Context: an optimization exercise on an open-source flow, tuned for small area, a short achievable clock period and few clock cycles per item. The choices shown serve that exercise and are no tape-out recipe.
In this exercise RTL edits were held to simulation tests only and were not proved equivalent to the original.

## flow/design.v (module list and top-level ports; edited modules follow where they fit)
// module fa: 4 lines
// module ha: 4 lines
// module reciprocal: 23 lines
// module imc: 1305 lines
module imc
  #(parameter INPUT_W = 16,
    parameter OUTPUT_W = 16)
(
    input  logic                   clk,
    input  logic                   rst_n,
    input  logic                   start,
    input  logic [INPUT_W-1:0]     aIn,
    input  logic [INPUT_W-1:0]     bIn,
    input  logic [INPUT_W-1:0]     cIn,
    input  logic [INPUT_W-1:0]     dIn,
    output logic                   ready,
    output logic [OUTPUT_W-1:0]    aOut,
    output logic [OUTPUT_W-1:0]    bOut,
    output logic [OUTPUT_W-1:0]    cOut,
    output logic [OUTPUT_W-1:0]    dOut,
    output logic                   aOut_sign,
    output logic                   bOut_sign,
    output logic                   cOut_sign,
    output logic                   dOut_sign
);
  // ...
==> flow/flow/run.sh <==
#!/bin/bash
# The standard layout (the standard.sh, all ORFS steps from synthesis
# to finish), except that buffer_ports puts a buf_2 on every input and
# output port instead of the cell it picks on its own (a slow delay cell,
# clkdlybuf4s50_1). Timing repair still resizes port buffers as it needs.
# make's output goes to flow_make.log; ORFS keeps each step's log under
# orfs/logs.
set -euo pipefail
bash standard.sh "BUFFER_PORTS_ARGS=-buffer_cell sky130_fd_sc_hd__buf_2" finish > flow_make.log 2>&1
==> flow/standard.sh <==
#!/bin/bash
# synth_recipe.tcl (not shown) runs the flow's synth.tcl, then flattens the netlist and writes it again
# the make line also repeats each setting of config.mk as NAME=value (left out here)
make -C /OpenROAD-flow-scripts/flow DESIGN_CONFIG=/design/flow/config.mk WORK_HOME=/design/flow/orfs CLKGATE_MAP_FILE= SYNTH_SCRIPT=/design/flow/synth_recipe.tcl "${@:-finish}"
==> flow/config.mk <==
export PLATFORM = sky130hd
export DESIGN_NAME = imc
export DESIGN_NICKNAME = imc
export VERILOG_FILES = /design/flow/design.v
export SDC_FILE = /design/flow/constraint.sdc
export NUM_CORES = 4
export LEC_CHECK = 0
export CAP_MARGIN = 20
export CORE_MARGIN = 2
export CORE_UTILIZATION = 50
export SETUP_SLACK_MARGIN = 3.3
export SLEW_MARGIN = 20
export SYNTH_HIERARCHICAL = 1
==> flow/constraint.sdc <==
create_clock -name core_clock -period 11.0 [get_ports {clk}]
set_input_delay 2.2000 -clock core_clock [delete_from_list [all_inputs] [get_ports {clk}]]
set_output_delay 2.2000 -clock core_clock [all_outputs]
set_load 0.01 [all_outputs]
==> out/results.ini, run 1 <==
[detailed_routing]
drt-total-wl_um=61300
first_iter_violations=1188
vias=16894
routedWlPerCell_um=20.9

[global_route]
met2_usage_pct=47.3
grt-ovfl-total=0
grt-busiest-layer=met2

[timing]
max_slew_margin_pct=35.6
rsz0062_at_grt=yes
finalSetupViolCount=0

[placement]
globalplace.congestion=0.872
place_inst=2862

[worst_setup_path]
cp_data_arrival_time_ns=5.43
cp-start-kind=flip-flop
startpoint=lo_r[0]$_DFFE_PP_

[die]
start_util_pct=50.7
fp.dieW_um=213

[layout]
layout_common_cells=nand2_1 (671), fa_1 (522), inv_1 (159)
final_core_util_pct=58.0
buffer_area_share_pct=8.84
antenna_cells=0

[status]
outcome=timing/DRC/antenna clean

[cts]
cts_hold_buf=0
cts_resized=199
cts_buffer_depth=2
cts_tree=yes
cts_buffers=5

[synth]
syn_avg_cell_area_um2=9.60
yosys.area.top_type_share_pct=51.4
synth_xor_area_share_pct=4.09

Testbench counts, summed over its fixed seeds: cycles 3,200, items 3,200.
==> inputs of run 2 (changes only) <==
--- a/flow/design.v
+++ b/flow/design.v
@@ -46,17 +46,17 @@
     output logic [OUTPUT_W-1:0]    cOut,
     output logic [OUTPUT_W-1:0]    dOut,
     output logic                   aOut_sign,
     output logic                   bOut_sign,
     output logic                   cOut_sign,
     output logic                   dOut_sign
 );
   logic [16:0] dx, dy;
-  logic        cp;
+  logic        cp, cn;
   wire t1, t2;
   fa u_t1 (.a(~(aIn[0] & dIn[13])), .b(~(aIn[1] & dIn[12])), .c(1'b1), .s(t1), .co(t2));
   wire t3, t4;
   fa u_t3 (.a(~(aIn[0] & dIn[14])), .b(~(aIn[1] & dIn[13])), .c(~(aIn[2] & dIn[12])), .s(t3), .co(t4));
   wire t5, t6;
   fa u_t5 (.a(~(aIn[3] & dIn[11])), .b(~(aIn[4] & dIn[10])), .c(1'b1), .s(t5), .co(t6));
   wire t7, t8;
   fa u_t7 (.a(~(aIn[0] & dIn[15])), .b(~(aIn[1] & dIn[14])), .c(~(aIn[2] & dIn[13])), .s(t7), .co(t8));
@@ -1030,29 +1030,37 @@
   wire t972, t973;
   fa u_t972 (.a(t971), .b(t927), .c(t925), .s(t972), .co(t973));
   wire t974 = ~t882;
   wire t975, t976;
   fa u_t975 (.a(t974), .b(t930), .c(t928), .s(t975), .co(t976));
   wire t977, t978;
   ha u_t977 (.a(t887), .b(t931), .s(t977), .co(t978));
   assign dx = {1'b1, t977, t973, t972, t967, t966, t963, t958, t957, t952, t949, t946, t943, t940, t937, t934, t933};
-  assign dy = {t978, t976, t975, t970, t969, t964, t961, t960, t955, t954, t951, t948, t945, t942, t939, t936, tcy_bc};
+  assign dy = {t978, t976, t975, t970, t969, t964, t961, t960, t955, t954, t951, t948, t945, t942, t939, t936, 1'b0};
   assign cp = tcy_ad;
+  assign cn = tcy_bc;
   logic [15:0] nA, nB, nC, nD;
   assign nA = -dIn;
   assign nB = -bIn;
   assign nC = -cIn;
   assign nD = -aIn;
-  logic [16:0] dxr, dyr, diff;
+  logic [16:0] dxr, dyr, A;
+  logic [1:0]  tc;
+  logic [4:0]  a0, a1, a2, dlo;       
   logic        det_sign;
-  assign dxr      = {1'b0, ~dx[15], ~dx[14], ~dx[13], ~dx[12], ~dx[11], ~dx[10], ~dx[9], ~dx[8], ~dx[7], ~dx[6], ~dx[5], ~dx[4], ~dx[3], ~dx[2], ~dx[1], ~dx[0]};
-  assign dyr      = {~dy[16], ~dy[15], ~dy[14], ~dy[13], ~dy[12], ~dy[11], ~dy[10], ~dy[9], ~dy[8], ~dy[7], ~dy[6], ~dy[5], ~dy[4], ~dy[3], ~dy[2], ~dy[1], dy[0]};
-  assign diff     = ~(dxr + dyr + {16'd0, ~cp});
-  assign det_sign = diff[16];
+  assign dxr = {1'b0, ~dx[15], ~dx[14], ~dx[13], ~dx[12], ~dx[11], ~dx[10], ~dx[9], ~dx[8], ~dx[7], ~dx[6], ~dx[5], ~dx[4], ~dx[3], ~dx[2], ~dx[1], ~dx[0]};
+  assign dyr = {~dy[16], ~dy[15], ~dy[14], ~dy[13], ~dy[12], ~dy[11], ~dy[10], ~dy[9], ~dy[8], ~dy[7], ~dy[6], ~dy[5], ~dy[4], ~dy[3], ~dy[2], ~dy[1], 1'b1};
+  assign A   = ~(dxr + dyr + 17'd1);
+  assign tc  = {1'b0, cp} + {1'b0, ~cn};
+  assign a0  = A[4:0];
+  assign a1  = A[4:0] + 5'd1;
+  assign a2  = A[4:0] + 5'd2;
+  assign dlo = tc[1] ? a2 : tc[0] ? a1 : a0;
+  assign det_sign = A[16] ^ ((tc == 2'd1) & (&A[15:0]) | (tc == 2'd2) & (&A[15:1]));
   logic [16:4] dvw, yvw, pw;
   logic        up0, up1;
   assign dvw = ~dxr[16:4];
   assign yvw = ~dyr[16:4];
   assign pw  = dvw ^ yvw;
   assign up0 = (pw[16:5] == (dvw[15:4] | yvw[15:4]));
   assign up1 = (~pw[16:5] == (dvw[15:4] & yvw[15:4]));
   logic        ready_r;
@@ -1061,17 +1069,17 @@
   logic [7:0]  mA_r, mB_r, mC_r, mD_r;
   logic        sA_r, sB_r, sC_r, sD_r;
   always_ff @(posedge clk or negedge rst_n) begin
     if (!rst_n) ready_r <= 1'b0;
     else        ready_r <= 1'b1;
   end
   always_ff @(posedge clk) begin
     if (start) begin
-      lo_r    <= diff[4:0];
+      lo_r    <= dlo;
       up0_r   <= up0;
       up1_r   <= up1;
       dsign_r <= det_sign;
       mA_r <= dIn[15] ? nA[15:8] : dIn[15:8];
       mB_r <= bIn[15] ? nB[15:8] : bIn[15:8];
       mC_r <= cIn[15] ? nC[15:8] : cIn[15:8];
       mD_r <= aIn[15] ? nD[15:8] : aIn[15:8];
       sA_r <= dIn[15];
==> flow/config.mk (replaced) <==
export PLATFORM = sky130hd
export DESIGN_NAME = imc
export DESIGN_NICKNAME = imc
export VERILOG_FILES = /design/flow/design.v
export SDC_FILE = /design/flow/constraint.sdc
export NUM_CORES = 4
export LEC_CHECK = 0
export CAP_MARGIN = 20
export CORE_MARGIN = 2
export CORE_UTILIZATION = 60
export SETUP_SLACK_MARGIN = 3
export SLEW_MARGIN = 20
export SYNTH_HIERARCHICAL = 1
==> run 2 against run 1 <==
Effect of this change: global-route usage increased by 5.8 points; flip-flop and latch count stayed put; worst hold slack got worse by 0.011 ns; highest routed layer unchanged.
==> out/results.ini, run 2 <==
[status]
outcome=timing/DRC/antenna clean  ; unchanged

[min_path]
holdCritPathClass=in -> async  ; unchanged

[synth]
postSynthCellCount=2365  ; was 2,274
synthArstFlopShare_pct=2.22  ; unchanged
yosysUniqueCellTypes=64  ; was 65
yosys.area.top_type_share_pct=50.7  ; was 51.4%
synth_common_cells=nand2_1 (696), fa_1 (564), inv_1 (184)  ; was nand2_1 (678), fa_1 (560), inv_1 (164)
synth_area_leaders=fa_1 (51%), nand2_1 (12%), ha_1 (7.5%), edfxtp_1 (5.9%), inv_1 (3.1%)  ; was fa_1 (51%), nand2_1 (12%), ha_1 (7.4%), edfxtp_1 (6.1%), inv_1 (2.8%)
synth.most_common_cell=nand2_1  ; unchanged
seq_area_frac_synth_pct=6.04  ; was 6.17%
synth_warnings=8  ; unchanged
yosys.area.top_type=fa_1  ; unchanged
syn_area_um2=22300  ; was 21,800 um^2
synth-edff-count=44  ; unchanged
synth-seq-cells=45  ; unchanged
ys.flop_type=edfxtp_1  ; unchanged
syn_avg_cell_area_um2=9.42  ; was 9.60 um^2

[cts]
htree_levels=2  ; unchanged
cts_tree=yes  ; unchanged
cts.sinks=45  ; unchanged
clk_pin_slew_ns=0.08  ; was 0.06 ns
root_buffer=clkbuf_16  ; unchanged
cts_buffers=5  ; unchanged
cts_buffer_depth=2  ; unchanged

[detailed_routing]
dr.pass1.iters=6  ; was 7
routedWlPerCell_um=21.5  ; was 20.9 um
vias=17521  ; was 16,894
drt_drc_violations_left=0  ; unchanged
drt-total-wl_um=61700  ; was 61,300 um
first_iter_violations=1455  ; was 1,188
via_per_inst=6.11  ; was 5.75
antenna_left=0  ; unchanged

[flow_run]
maxCapViolations=0  ; unchanged

[global_route]
grt-ovfl-total=0  ; unchanged
antenna_found_initial=0  ; unchanged
met2_usage_pct=56.3  ; was 47.3%
grt_pass1_wl_um=99500  ; was 96,600 um
grt-busiest-layer=met2  ; unchanged
track_usage_pct=33.3  ; was 27.5%
grtUsageMet3_pct=3.71  ; was 3.41%
grt_max_degree=45  ; unchanged
grt_pass1_vias=18670  ; was 17,932
met1_usage_pct=45.5  ; was 36.5%

[placement]
dp_hpwl_um=45700  ; was 43,600 um
globalplace.congestion=0.910  ; was 0.872
port_buffers=135  ; unchanged

[die]
boundaryPins=136  ; unchanged
dieHeight_um=197  ; was 213 um
fp.dieW_um=197  ; was 213 um
core_area_um2=36600  ; was 43,100 um^2
die-area_um2=38700  ; was 45,300 um^2
start_util_pct=60.8  ; was 50.7%
rows=70  ; was 76

[timing]
worstMarginPinSlew_ns=1.06  ; was 0.966 ns
fmax_mhz=116  ; was 131 MHz
min_period_ns=8.63  ; was 7.63 ns
max_slew_margin_pct=29.4  ; was 35.6%
post-route-period-util_pct=78.4  ; was 69.4%
finalSetupViolCount=0  ; unchanged
rsz0062_at_grt=yes  ; unchanged
final-hold-violation-count=0  ; unchanged
slew_violations=0  ; unchanged
setup_tns_ns=0  ; unchanged

[worst_setup_path]
crit_type=in -> reg  ; was reg -> out
cp_data_arrival_time_ns=8.69  ; was 5.43 ns
cp-end-kind=flip-flop  ; was primary output
cp-start-kind=primary input  ; was flip-flop
required_ns=11.06  ; was 8.80 ns
crit_end=dsign_r$_DFFE_PP_  ; was cOut[15]
startpoint=cIn[4]  ; was lo_r[0]$_DFFE_PP_
crit_fanout=17  ; was 8

[layout]
fillers=2923  ; was 3,673
seq_area_um2=1350  ; unchanged
antenna_cells=0  ; unchanged
layout_common_cells=nand2_1 (688), fa_1 (524), inv_1 (182)  ; was nand2_1 (671), fa_1 (522), inv_1 (159)
drive_gt1_share_pct=11.6  ; was 15.3%
final_common_cell=nand2_1  ; unchanged
multi_input_area_um2=20000  ; was 19,900 um^2
area_growth_pct=10.6  ; was 14.5%
finalNetCount=3161  ; was 3,106

[run 2: cell types whose count changed after synthesis, moves of 14 or more]
cell,previous run,this run
inv_1,164,184
clkbuf_1,134,159
o21ai_0,36,50
xor2_1,48,30
nand2_1,678,696
[run 2: Yosys stat by module (local to each module, per instance)]
| module | cells inside | times used | flops+latches |
|---|---|---|---|
| imc | 1742 | 1 | 45 |
| reciprocal | 30 | 2 | 0 |
| fa | 1 | 548 | 0 |
| ha | 1 | 15 | 0 |
[run 2: what timing repair did]
item | in CTS | in global routing
endpoints found under the setup margin | 38 | 21
hold buffers | 0 | 0
setup buffers | 14 | 14
gates cloned | 2 | 0
gates resized for setup | 254 | 39
pin swaps | 22 | 15
[run 2: how the worst min path moves through the flow]
stage | from | end | slack (ns)
2_1_floorplan | rst_n | ready_r$_DFF_PN0_ | 1.90
4_1_cts | rst_n | ready_r$_DFF_PN0_ | 1.65
6_report | rst_n | ready_r$_DFF_PN0_ | 1.66
3_5_place_dp | rst_n | ready_r$_DFF_PN0_ | 1.98
3_3_place_gp | rst_n | ready_r$_DFF_PN0_ | 1.98
5_1_grt | rst_n | ready_r$_DFF_PN0_ | 1.65
[run 2: logic make-up after synthesis]
kind of cell | after synthesis | share of synthesized area [%]
AOI/OAI and AO/OA | 254 | 8.35
muxes | 11 | 0.618
other | 1 | 0.0168
DFF | 45 | 6.04
buffers and inverters | 389 | 6.66
xor gates and xnor gates | 94 | 3.70
and+or+nand+nor | 874 | 16.5
adders and majority gates | 697 | 58.2
[run 2: layout make-up]
cell class              count  area share [%]
well taps                 468            2.38
repair buffers            175            7.42
inverters                 185            2.82
multi-input cells        1985            81.3
clock buffers               5           0.508
flip-flops and latches     45            5.46
clock inverters             3           0.168
[run 2: per-stage QoR]
| step | utilization [%] | instance area [um^2] | setup WS, ns | instances | hold slack, ns |
|---|---|---|---|---|---|
| after global routing | 67.3 | 24600 | 2.20 | 2866 | 1.65 |
| final | 67.3 | 24600 | 2.37 | 2866 | 1.66 |
| after global placement | 63.1 | 23100 | 1.82 | 2828 | 1.98 |
| after detailed placement | 63.1 | 23100 | 1.69 | 2828 | 1.98 |
| after CTS | 66.6 | 24400 | 2.42 | 2852 | 1.65 |
| after floorplan | - | 23100 | 2.31 | 2419 | 1.90 |
[run 2: worst max-delay path, cell delays in order]
cell       delay, ns
buf_6           0.19
nand2_1         0.12
fa_1            0.40
fa_1            0.48
fa_2            0.59
fa_2            0.45
fa_2            0.56
ha_4            0.21
fa_1            0.46
fa_1            0.50
ha_2            0.17
inv_1           0.06
fa_2            0.41
a211oi_4        0.30
buf_6           0.16
o2111ai_2       0.11
o2111a_2        0.21
a2111oi_4       0.35
o2111ai_2       0.17
o21a_1          0.13
a211o_1         0.28
xor2_1          0.14
[run 2: routing by layer]
| layer | up-vias | wire (um) | part of all wire [%] |
|---|---|---|---|
| li1 | 7536 | - | - |
| met1 | 8991 | 24400 | 40 |
| met2 | 859 | 30700 | 50 |
| met3 | 135 | 4670 | 7.6 |
| met4 | 0 | 1950 | 3.2 |
| met5 | - | 0 | 0 |
Testbench counts of run 2, summed over its fixed seeds: cycles 3,200, items 3,200.

==> separate check: timing with driven ports <==
How much do the figures lean on ideal ports? The routed layouts below were timed once more, with nothing changed but the port constraints.
Step 1 sets driving cells, clkbuf_16 on the clock port and buf_2 on the other inputs (assumed; they add their load-dependent delay and slew).
Step 2, shift: input delay + t, output delay - t, t = (earliest + latest rising clock arrival at the registers) / 2. This alone moves slack from input paths to output paths.
Three values: no drivers, after step 1, after step 2; two values: the first two.
run	shift t [ns]	setup WS [ns]	worst setup path at the end
run 1	0.338	3.367 / 3.318 / 3.091	input to register
run 2	0.351	2.372 / 2.288 / 1.937	input to register
After both steps setup and hold are still met in every run listed. For run 2, which loses most, drivers alone change the setup slack by -0.084 ns; drivers and shift together by -0.435 ns.
